This is an optimization exercise on Yosys and OpenROAD, whose aim is small area, not a production implementation. Function was checked by simulation only, so behaviour that the tests miss may differ from the original. Power is estimated from default activity; no workload was simulated. No driver is modelled on the clock port, so clocking that relies on it looks cheaper here than on a real chip.

// sobel
module sobel
#(
parameter U_COL = 128,
parameter U_ROW = 16,
parameter value = 120
)
(
	input clk,
	input rst_n,
	input cmos_frame_vsync,
	input cmos_frame_hsync,
	input cmos_frame_valid,
	input [15:0]cmos_frame_data,
	output sobel_vsync,
	output sobel_hsync,
	output sobel_de,
	output [15:0] sobel_data
);
wire [7:0] y;
rgb_to_ycbcr u0_rgb_to_ycbcr (
	.rgb565 (cmos_frame_data),
	.o_y_8b (y)
);
reg [6:0] de_r, hs_r, vs_r;
always @(posedge clk or negedge rst_n)
	if(!rst_n) begin
		de_r <= 7'd0;
		hs_r <= 7'd0;
		vs_r <= 7'd0;
	end
	else begin
		de_r <= {de_r[5:0], cmos_frame_valid};
		hs_r <= {hs_r[5:0], cmos_frame_hsync};
		vs_r <= {vs_r[5:0], cmos_frame_vsync};
	end
wire [7:0] ta, tb, tc, ua, uc, ra, rb, rc;
wire       col0;
matrix_3x3 u_matrix_3x3 (
	.clk   (clk),
	.rst_n (rst_n),
	.valid (de_r[0]),
	.din   (y),
	.col0  (col0),
	.ta(ta), .tb(tb), .tc(tc),
	.ua(ua), .uc(uc),
	.ra(ra), .rb(rb), .rc(rc)
);
wire [8:0] dx, d1, e1, e2, f;
rca #(8) u_dx (.a(ua), .b(~uc), .ci(1'b1), .s(dx));
rca #(8) u_d1 (.a(tb), .b(~rb), .ci(1'b1), .s(d1));
rca #(8) u_e1 (.a(ta), .b(~rc), .ci(1'b1), .s(e1));
rca #(8) u_e2 (.a(ra), .b(~tc), .ci(1'b1), .s(e2));
rca #(8) u_f  (.a(tc), .b(~rc), .ci(1'b1), .s(f));
wire [9:0] w1, w2;
rca #(9) u_w1 (.a(dx), .b(d1),  .ci(1'b0), .s(w1));
rca #(9) u_w2 (.a(dx), .b(~d1), .ci(1'b0), .s(w2));
wire [10:0] p, q;
rca #(10) u_p (.a(w1), .b({1'b0, e1}), .ci(1'b0), .s(p));
rca #(10) u_q (.a(w2), .b({1'b0, e2}), .ci(1'b0), .s(q));
wire p_small = (p >= 11'd708) && (p <= 11'd828);
wire q_small = (q >= 11'd707) && (q <= 11'd827);
wire f_small = (f >= 9'd226) && (f <= 9'd286);
wire edge_bit = col0 ? ~f_small : ~(p_small & q_small);
reg [6:1] e_r;
always @(posedge clk)
	e_r <= {e_r[5:1], edge_bit};
assign sobel_de    = de_r[6];
assign sobel_hsync = hs_r[6];
assign sobel_vsync = vs_r[6];
assign sobel_data  = e_r[6] ? 16'h0000 : 16'hffff;
endmodule
For scale: about 2,100 flip-flops, ~40 I/O pins, ~68,000 um2 of cells after synthesis.
clock: 8.0 ns
lec_check: 0
cap_margin: 20
core_margin: 2
core_utilization: 45
cts_buf_list: sky130_fd_sc_hd__clkbuf_16
cts_cluster_diameter: 100
cts_cluster_size: 30
slew_margin: 20
run.sh (not shown) runs the stock make flow with config.mk's settings and CLKGATE_MAP_FILE= SYNTH_SCRIPT=/design/flow/synth_recipe.tcl, a recipe that flattens the netlist after the stock synthesis.
The first run went through all stages and came out clean.
Next try:
Settings changed: CORE_UTILIZATION 45 to 60.
What happened:
- clock-buffer cell count is higher by 1
- cell count came out lower by 12%
- sequential power stays flat
- via count is lower by 0.83%
Next try:
==> flow/flow/run.sh (new file) <==
#!/bin/bash
# The standard layout, with two changes: the clock tree is built without
# dummy loads, and the port buffers are the smallest buffer cell.
set -euo pipefail
export CTS_ARGS="-sink_clustering_enable -repair_clock_nets -sink_clustering_size 30 -sink_clustering_max_diameter 100 -buf_list sky130_fd_sc_hd__clkbuf_16 -dont_use_dummy_load"
export BUFFER_PORTS_ARGS="-buffer_cell sky130_fd_sc_hd__buf_1"
bash standard.sh > standard_make.log 2>&1
==> flow/standard.sh (new file) <==
#!/bin/bash
# synth_recipe.tcl (not shown) runs the flow's synth.tcl, then flattens the netlist and writes it again
# the make line also repeats each setting of config.mk as NAME=value (left out here)
make -C /OpenROAD-flow-scripts/flow DESIGN_CONFIG=/design/flow/config.mk WORK_HOME=/design/flow/orfs CLKGATE_MAP_FILE= SYNTH_SCRIPT=/design/flow/synth_recipe.tcl "${@:-finish}"
removed: flow/run.sh
The changed run passed the timing, DRC and antenna checks.
Die area stays the same.
Via count climbs by 0.41%.
Cell area drops by 0.62%.
Global-route usage barely changes.
Area after synthesis does not change.
Count of clock-buffer cells in the layout drops by 2.
Utilization drops by 0.40 points.
First-iteration DRC count climbs by 3.2%.
Routed wire length barely changes.
Worst setup slack is worse by 0.0076 ns.
Clock skew climbs by 0.012 ns.
Next try:
==> flow/run.sh (new file) <==
#!/bin/bash
# synth_recipe.tcl (not shown) runs the flow's synth.tcl, then flattens the netlist and writes it again
# the make line also repeats each setting of config.mk as NAME=value (left out here)
make -C /OpenROAD-flow-scripts/flow DESIGN_CONFIG=/design/flow/config.mk WORK_HOME=/design/flow/orfs CLKGATE_MAP_FILE= SYNTH_SCRIPT=/design/flow/synth_recipe.tcl finish
Settings changed: CTS_CLUSTER_DIAMETER 100 to 60, CTS_CLUSTER_SIZE 30 to 40.
removed: flow/flow/run.sh
removed: flow/standard.sh
Result:
- setup slack improved by 0.050 ns
- final area increases by about 3.7%
- final cell count increases by about 4%
- maximum frequency increases by about 0.7%
Next try:
Settings changed: CORE_UTILIZATION 60 to 45, CTS_BUF_LIST sky130_fd_sc_hd__clkbuf_16 to default, CTS_CLUSTER_DIAMETER 60 to default, CTS_CLUSTER_SIZE 40 to default.
Global-route usage decreases by 3.1 points.
Power increases by 8.1%.
Clock power increases by 27%.
Via count increases by 2.5%.

========
## v17
Another version of the RTL of sobel (not shown whole).
Size: ~40 I/O pins, roughly 67000 um2 of cells after synthesis.
Settings: LEC_CHECK=0, CAP_MARGIN=20, CORE_MARGIN=2, CORE_UTILIZATION=60, CTS_BUF_LIST=sky130_fd_sc_hd__clkbuf_16, CTS_CLUSTER_DIAMETER=100, CTS_CLUSTER_SIZE=30, SLEW_MARGIN=20; clock period 8.0 ns.
standard.sh (not shown) runs the stock make flow with config.mk's settings and CLKGATE_MAP_FILE= SYNTH_SCRIPT=/design/flow/synth_recipe.tcl, a recipe that flattens the netlist after the stock synthesis.
==> flow/flow/run.sh <==
#!/bin/bash
# The standard layout, with three changes:
#  - after the standard synthesis, flow/fa_polarity.py picks the polarity of
#    each full-adder cell so that fewer inverters are needed between them
#    (registers and every other cell are left as synthesis made them);
#  - the clock tree is built without dummy loads, from clkbuf_16 cells
#    driving clusters of up to 32 flip-flops;
#  - the port buffers are the smallest buffer cell.
set -euo pipefail
export CTS_ARGS="-sink_clustering_enable -repair_clock_nets -sink_clustering_size 12 -sink_clustering_max_diameter 50 -buf_list sky130_fd_sc_hd__clkbuf_4 -dont_use_dummy_load"
export BUFFER_PORTS_ARGS="-buffer_cell sky130_fd_sc_hd__buf_1"
R=orfs/results/${FLOW_PLATFORM}/sobel/base
bash standard.sh synth > synth_make.log 2>&1
cp $R/1_2_yosys.v yosys_standard.v
python3 flow/fa_polarity.py yosys_standard.v $R/1_2_yosys.v > fa_polarity.log 2>&1
rm -f $R/1_synth.odb $R/1_synth.sdc
bash standard.sh > layout_make.log 2>&1
Other scripts of this flow, unchanged in this note and not shown: flow/flow/fa_polarity.py
v17 has completed all stages; timing, DRC and antenna checks passed.
[inputs] v42 vs v17
-- flow/flow/run.sh --
<<< v17, line 9
set -euo pipefail
export CTS_ARGS="-sink_clustering_enable -repair_clock_nets -sink_clustering_size 12 -sink_clustering_max_diameter 50 -buf_list sky130_fd_sc_hd__clkbuf_4 -dont_use_dummy_load"
export BUFFER_PORTS_ARGS="-buffer_cell sky130_fd_sc_hd__buf_1"
>>> v42, line 9
set -euo pipefail
export CTS_ARGS="-sink_clustering_enable -repair_clock_nets -sink_clustering_size 28 -sink_clustering_max_diameter 160 -buf_list sky130_fd_sc_hd__clkbuf_16 -dont_use_dummy_load"
export BUFFER_PORTS_ARGS="-buffer_cell sky130_fd_sc_hd__buf_1"
[summary]
v17 was smaller in final cell area than v42.
Across both runs, number of antenna violations at the first check in global routing was lower for v42 than for v17.
v42 improves on v17 in clock skew.
Wire length reported by the detailed router was higher in the run labelled v17.
The power in the clock group of v42 was inferior to that of v17.
Per the comparison of v42 with v17, fraction of the cycle the final worst path needs lost 0.85 points; power picked up an extra 3.3%; worst setup slack after layout picked up an extra 68 ps.
On transition time of the tightest slew-check pin: between v17 and v42, it ends up higher for v42.
v17 has a higher via count than v42.
--- input diff v42..v26 ---
-- flow/flow/run.sh --
<<< v42, line 9
set -euo pipefail
export CTS_ARGS="-sink_clustering_enable -repair_clock_nets -sink_clustering_size 28 -sink_clustering_max_diameter 160 -buf_list sky130_fd_sc_hd__clkbuf_16 -dont_use_dummy_load"
export BUFFER_PORTS_ARGS="-buffer_cell sky130_fd_sc_hd__buf_1"
>>> v26, line 9
set -euo pipefail
export CTS_ARGS="-sink_clustering_enable -repair_clock_nets -sink_clustering_size 16 -sink_clustering_max_diameter 60 -buf_list sky130_fd_sc_hd__clkbuf_8 -dont_use_dummy_load"
export BUFFER_PORTS_ARGS="-buffer_cell sky130_fd_sc_hd__buf_1"
v42 and v26 ended up with roughly the same area of all placed cells without fillers.
STATUS remaining max-slew budget at the tightest pin: v26 wins against v42
Comparing v42 and v26, the higher length of routed met2 wiring was measured on v26.
Compared with v42, v26 shows a lower clock network power share.
Taking v42 as the reference, in v26 synthesized instance count stayed essentially flat, final net count increased by about 2.5% relative to the old numbers.
Relative to v26, the following input files were edited for v57:
- changing CORE_UTILIZATION from 60 to 80
==> flow/flow/run.sh <==
#!/bin/bash
# The standard layout, with three changes:
#  - after the standard synthesis, flow/fa_polarity.py picks the polarity of
#    each full-adder cell so that fewer inverters are needed between them
#    (registers and every other cell are left as synthesis made them);
#  - the clock tree is built without dummy loads, from clkbuf_8 cells
#    driving clusters of up to 20 flip-flops;
#  - the port buffers are the smallest buffer cell.
set -euo pipefail
export CTS_ARGS="-sink_clustering_enable -repair_clock_nets -sink_clustering_size 20 -sink_clustering_max_diameter 80 -buf_list sky130_fd_sc_hd__clkbuf_8 -dont_use_dummy_load"
export BUFFER_PORTS_ARGS="-buffer_cell sky130_fd_sc_hd__buf_1"
R=orfs/results/${FLOW_PLATFORM}/sobel/base
bash standard.sh synth > synth_make.log 2>&1
cp $R/1_2_yosys.v yosys_standard.v
python3 flow/fa_polarity.py yosys_standard.v $R/1_2_yosys.v > fa_polarity.log 2>&1
rm -f $R/1_synth.odb $R/1_synth.sdc
bash standard.sh > layout_make.log 2>&1
[summary]
No final results exist for v57, since it was stopped by error DPL-0033 during 3_5_place_dp.
Initial core utilization, v57 and v26, higher one = v57.
Relative to v26, the final weighted congestion in routability-driven placement of v57 is higher by about 3%.
Of v57 and v26, v57 shows the lower horizontal die dimension, with v26 above it.
What v29 does differently from v57 at the input level:
- CORE_UTILIZATION changed from 80 to 70
### Flow results
What ended v57 was a tool error in 3_5_place_dp; the run never finished.
v29: no failed stages, no open violations at the end
Compared v29 vs v57, and final weighted congestion in routability-driven placement is down in v29.
Taking v57 as the reference, in v29 die height rose by about 7%, synthesized cell count flat, final HPWL from detailed placement fell by about 30%.
--- input diff v29..v50 ---
- changing CORE_UTILIZATION from 70 to 60
-- flow/flow/run.sh --
<<< v29, line 5
#    (registers and every other cell are left as synthesis made them);
#  - the clock tree is built without dummy loads, from clkbuf_8 cells
#    driving clusters of up to 20 flip-flops;
#  - the port buffers are the smallest buffer cell.
>>> v50, line 5
#    (registers and every other cell are left as synthesis made them);
#  - the clock tree is built without dummy loads, from clkbuf_16 cells
#    driving clusters of up to 32 flip-flops;
#  - the port buffers are the smallest buffer cell.
==> results.txt <==
v50 against v29: worst-margin pin slew saw a decrease, first-iteration DRC count saw a decrease. Post-route worst setup slack: v50 > v29. Re worst setup timing slack at the placement stage: v50 is 76 ps up on v29. Comparing v29 with v50, the leakage power summed over all cells came out essentially unchanged. Looking at portion of total power attributed to the clock network across v50 and v29, the one that comes out higher is v50. Between v50 and v29, the total vias in the final route does not differ in any meaningful way. As far as number of flip-flops and latches goes, v50 and v29 are indistinguishable; the numbers are identical.

re-timing with driven ports:
Ports are ideal in the flow. The routed layouts listed here were re-timed in OpenROAD.
Step 1 assumes that a clkbuf_16 drives the clock port and a buf_2 every other input.
Step 2, shift: input delay + t, output delay - t, t = (earliest + latest rising clock arrival at the registers) / 2. This alone moves slack from input paths to output paths.
Three values: ideal, step 1, step 2; two values: the first two.
run | t (ns) | setup WS [ns] | worst hold slack (ns) | worst setup path at the end | cell pins on the clock port's net
the first run of note 1 | 0.768 | 1.006 / 1.006 / 0.544 | 0.330 / 0.330 / 0.330 | input to register | 1
the second run of note 1 | 0.735 | 0.918 / 0.918 / 0.560 | 0.342 / 0.342 / 0.342 | input to register | 1
the third run of note 1 | 0.716 | 0.911 / 0.911 / 0.894 | 0.294 / 0.294 / 0.294 | input to register | 1
the fourth run of note 1 | 0.794 | 0.960 / 0.960 / 0.526 | 0.328 / 0.328 / 0.328 | input to register | 1
the fifth run of note 1 | 0.853 | 0.942 / 0.942 / 0.529 | 0.335 / 0.335 / 0.335 | input to register | 1
v17 | 1.089 | 0.671 / 0.671 / 0.671 | 0.294 / 0.294 / 0.294 | register to register | 1
v42 | 0.713 | 0.739 / 0.739 / 0.739 | 0.344 / 0.344 / 0.344 | register to register | 1
v26 | 0.850 | 0.684 / 0.684 / 0.684 | 0.310 / 0.310 / 0.310 | register to register | 1
v29 | 0.819 | 0.635 / 0.635 / 0.635 | 0.317 / 0.317 / 0.317 | register to register | 1
v50 | 0.799 | 0.678 / 0.678 / 0.678 | 0.338 / 0.338 / 0.338 | register to register | 1
After both steps setup and hold are still met in every run listed. The setup slack of the first run of note 1, which loses most, moves by 0.000 ns with the drivers and by -0.462 ns with both steps.
